This is an optimization exercise on Yosys and OpenROAD, whose aim is small area, not a production implementation.
Function was checked by simulation only, so behaviour that the tests miss may differ from the original.
Power figures rest on the tool's default switching activity, not on a simulated workload.

Setup of 05-06:
// hdlc
module hdlc #(
  parameter FCS_TYPE  = 2,
  parameter ADD_WIDTH = 7
) (
  output reg    Tx,
  input         Rx,
  input         TxClkEn,
  input         RxClkEn,
  input         TxEN,
  input         RxEn,
  input         RST_I,
  input         CLK_I,
  input  [2:0]  ADR_I,
  output reg [31:0] DAT_O,
  input  [31:0] DAT_I,
  input         WE_I,
  input         STB_I,
  output reg    ACK_O,
  input         CYC_I,
  output        RTY_O,
  output reg    TAG0_O,
  output reg    TAG1_O
);
  localparam [6:0] MAX_ADDRESS = 7'h7F;
  assign RTY_O = 1'b0;
  reg        ack_0, ack_1, ack_2, ack_3, ack_4;
  reg  [4:1] DATO_0;    
  reg  [4:1] DATO_2;    
  reg [31:0] DATO_3;
  reg  [6:0] DATO_4;
  reg        en_0, en_1, en_2, en_3, en_4;
  reg  [2:0] wb_counter;
  reg        rst_count;
  reg        TxEnable, TxAbort, TxFCSen;
  reg  [7:0] TxDataInBuff;
  reg        Txwr;
  reg        RxRd;
  wire       TxDone, Tx_Full, Tx_AbortedTrans_D2;
  wire [6:0] Rx_FrameSize;
  wire       RxRdy_int, Rx_Buff_Overflow, Rx_FrameError_D2, Rx_FCSerr, Rx_AbortSignal_D2;
  wire [7:0] RxDataBuffOut;
  reg        rd3_acc;    
  reg  [7:0] DAT_O_lo;
  always @(*) DAT_O = {DATO_3[31:8] & {24{rd3_acc}}, DAT_O_lo};
  always @(posedge CLK_I) begin
    case (ADR_I)
      3'b000:  DAT_O_lo <= {3'b000, DATO_0[4:1], TAG0_O};
      3'b010:  DAT_O_lo <= {3'b000, DATO_2[4:1], TAG1_O};
      3'b011:  DAT_O_lo <= DATO_3[7:0];
      3'b100:  DAT_O_lo <= {1'b0, DATO_4};
      default: DAT_O_lo <= 8'h00;
    endcase
  end
  always @(posedge CLK_I) begin
    if (RST_I) begin
      ACK_O     <= 1'b0;
      rd3_acc   <= 1'b0;
      TAG0_O    <= 1'b0;
      TAG1_O    <= 1'b0;
      en_0      <= 1'b0;
      en_1      <= 1'b0;
      en_2      <= 1'b0;
      en_3      <= 1'b0;
      en_4      <= 1'b0;
      rst_count <= 1'b1;
    end else begin
      TAG0_O  <= TxDone;
      TAG1_O  <= RxRdy_int;
      rd3_acc <= CYC_I && STB_I && (ADR_I == 3'b011);
      if (CYC_I && STB_I) begin
        case (ADR_I)
          3'b000: begin
            ACK_O <= ack_0;
            en_0 <= 1'b1; en_1 <= 1'b0; en_2 <= 1'b0; en_3 <= 1'b0; en_4 <= 1'b0;
            rst_count <= 1'b1;
          end
          3'b001: begin
  ...
For scale: roughly 5000 cells after synthesis, roughly 2400 flip-flops, roughly 89000 um^2 of cells after synthesis.
export LEC_CHECK = 0
export CAP_MARGIN = 10
export CORE_MARGIN = 2
export CORE_UTILIZATION = 60
export GPL_TIMING_DRIVEN = 0
export PLACE_DENSITY = 0.8
export SLEW_MARGIN = 10
export SYNTH_HIERARCHICAL = 1
export SYNTH_MINIMUM_KEEP_SIZE = 0
create_clock -name core_clock -period 10.0 [get_ports {CLK_I}]
standard.sh (not shown) runs the stock make flow with config.mk's settings and CLKGATE_MAP_FILE= SYNTH_SCRIPT=/design/flow/synth_recipe.tcl, a recipe that flattens the netlist after the stock synthesis.
==> flow/flow/run.sh <==
#!/bin/bash
# The standard layout (standard.sh, with the standard synthesis), with
# three knobs changed through make variables:
#  - the buffers that synthesis (ABC) inserted are removed at floorplan, so
#    that the resizer buffers only the nets that need it;
#  - ports are buffered with the smallest buffer;
#  - the clock tree uses clkbuf_16 sink clusters of up to 26 flip-flops
#    within 80 um, and no dummy loads.
# The make output goes to flow_make.log; each ORFS step writes its own log
# under orfs/logs/.
set -euo pipefail
cd "$(dirname "$0")/.."
bash standard.sh \
  REMOVE_ABC_BUFFERS=1 \
  "BUFFER_PORTS_ARGS=-buffer_cell sky130_fd_sc_hd__buf_1" \
  "CTS_ARGS=-sink_clustering_enable -repair_clock_nets -sink_clustering_size 26 -sink_clustering_max_diameter 80 -buf_list sky130_fd_sc_hd__clkbuf_16 -dont_use_dummy_load" \
  finish > flow_make.log 2>&1
05-06 went all the way through synthesis, placement and routing and the layout is clean on timing, DRC and antenna.
Inputs modified between 05-06 and 08-07:
# 05-06
export LEC_CHECK = 0
export CAP_MARGIN = 10
export CORE_MARGIN = 2
export CORE_UTILIZATION = 60
export GPL_TIMING_DRIVEN = 0
export PLACE_DENSITY = 0.8
export SLEW_MARGIN = 10
export SYNTH_HIERARCHICAL = 1
export SYNTH_MINIMUM_KEEP_SIZE = 0
create_clock -name core_clock -period 10.0 [get_ports {CLK_I}]
# 08-07
export LEC_CHECK = 0
export CAP_MARGIN = 5
export CORE_MARGIN = 2
export CORE_UTILIZATION = 60
export GPL_TIMING_DRIVEN = 0
export PLACE_DENSITY = 0.8
export SLEW_MARGIN = 5
export SYNTH_HIERARCHICAL = 1
export SYNTH_MINIMUM_KEEP_SIZE = 0
create_clock -name core_clock -period 10.0 [get_ports {CLK_I}]
diff --git a/flow/flow/run.sh b/flow/flow/run.sh
--- a/flow/flow/run.sh
+++ b/flow/flow/run.sh
@@ -7,2 +7,2 @@
-#  - the clock tree uses clkbuf_16 sink clusters of up to 26 flip-flops
-#    within 80 um, and no dummy loads.
+#  - the clock tree uses clkbuf_16 sink clusters of up to 28 flip-flops
+#    within 90 um, and no dummy loads.
@@ -16 +16 @@
-  "CTS_ARGS=-sink_clustering_enable -repair_clock_nets -sink_clustering_size 26 -sink_clustering_max_diameter 80 -buf_list sky130_fd_sc_hd__clkbuf_16 -dont_use_dummy_load" \
+  "CTS_ARGS=-sink_clustering_enable -repair_clock_nets -sink_clustering_size 28 -sink_clustering_max_diameter 90 -buf_list sky130_fd_sc_hd__clkbuf_16 -dont_use_dummy_load" \
==> notes.md <==
- 05-06 → 08-07: share of the clock period used by the worst path increased 0.90 points; wire length on met1 essentially unchanged; cell depth of the worst flop-to-flop path essentially unchanged.
- Delta (08-07 minus 05-06): total power lost about 1.2%, total wire length lost 0.67%.
- 08-07: fmax is 2.5 MHz lower than what 05-06 reported.

## static timing again, ports no longer ideal
The results above use ideal ports. As a check the final layouts listed here were re-extracted and re-timed, cells and wires unchanged. Step 1: set_driving_cell puts a clkbuf_16 on CLK_I and a buf_2 on each other input, an assumption about the parent block. Step 2, shift: input delay + t, output delay - t, t = (earliest + latest rising clock arrival at the registers) / 2. This alone moves slack from input paths to output paths. a / b / c = ideal / step 1 / step 2; a / b = the first two.
run | shift t [ns] | setup slack, ns | pins driven straight from the clock port
05-06 | 0.810 | 4.044 / 4.044 / 4.044 | 1
08-07 | 0.808 | 3.953 / 3.953 / 3.953 | 1
After both steps every run listed still meets setup and hold.
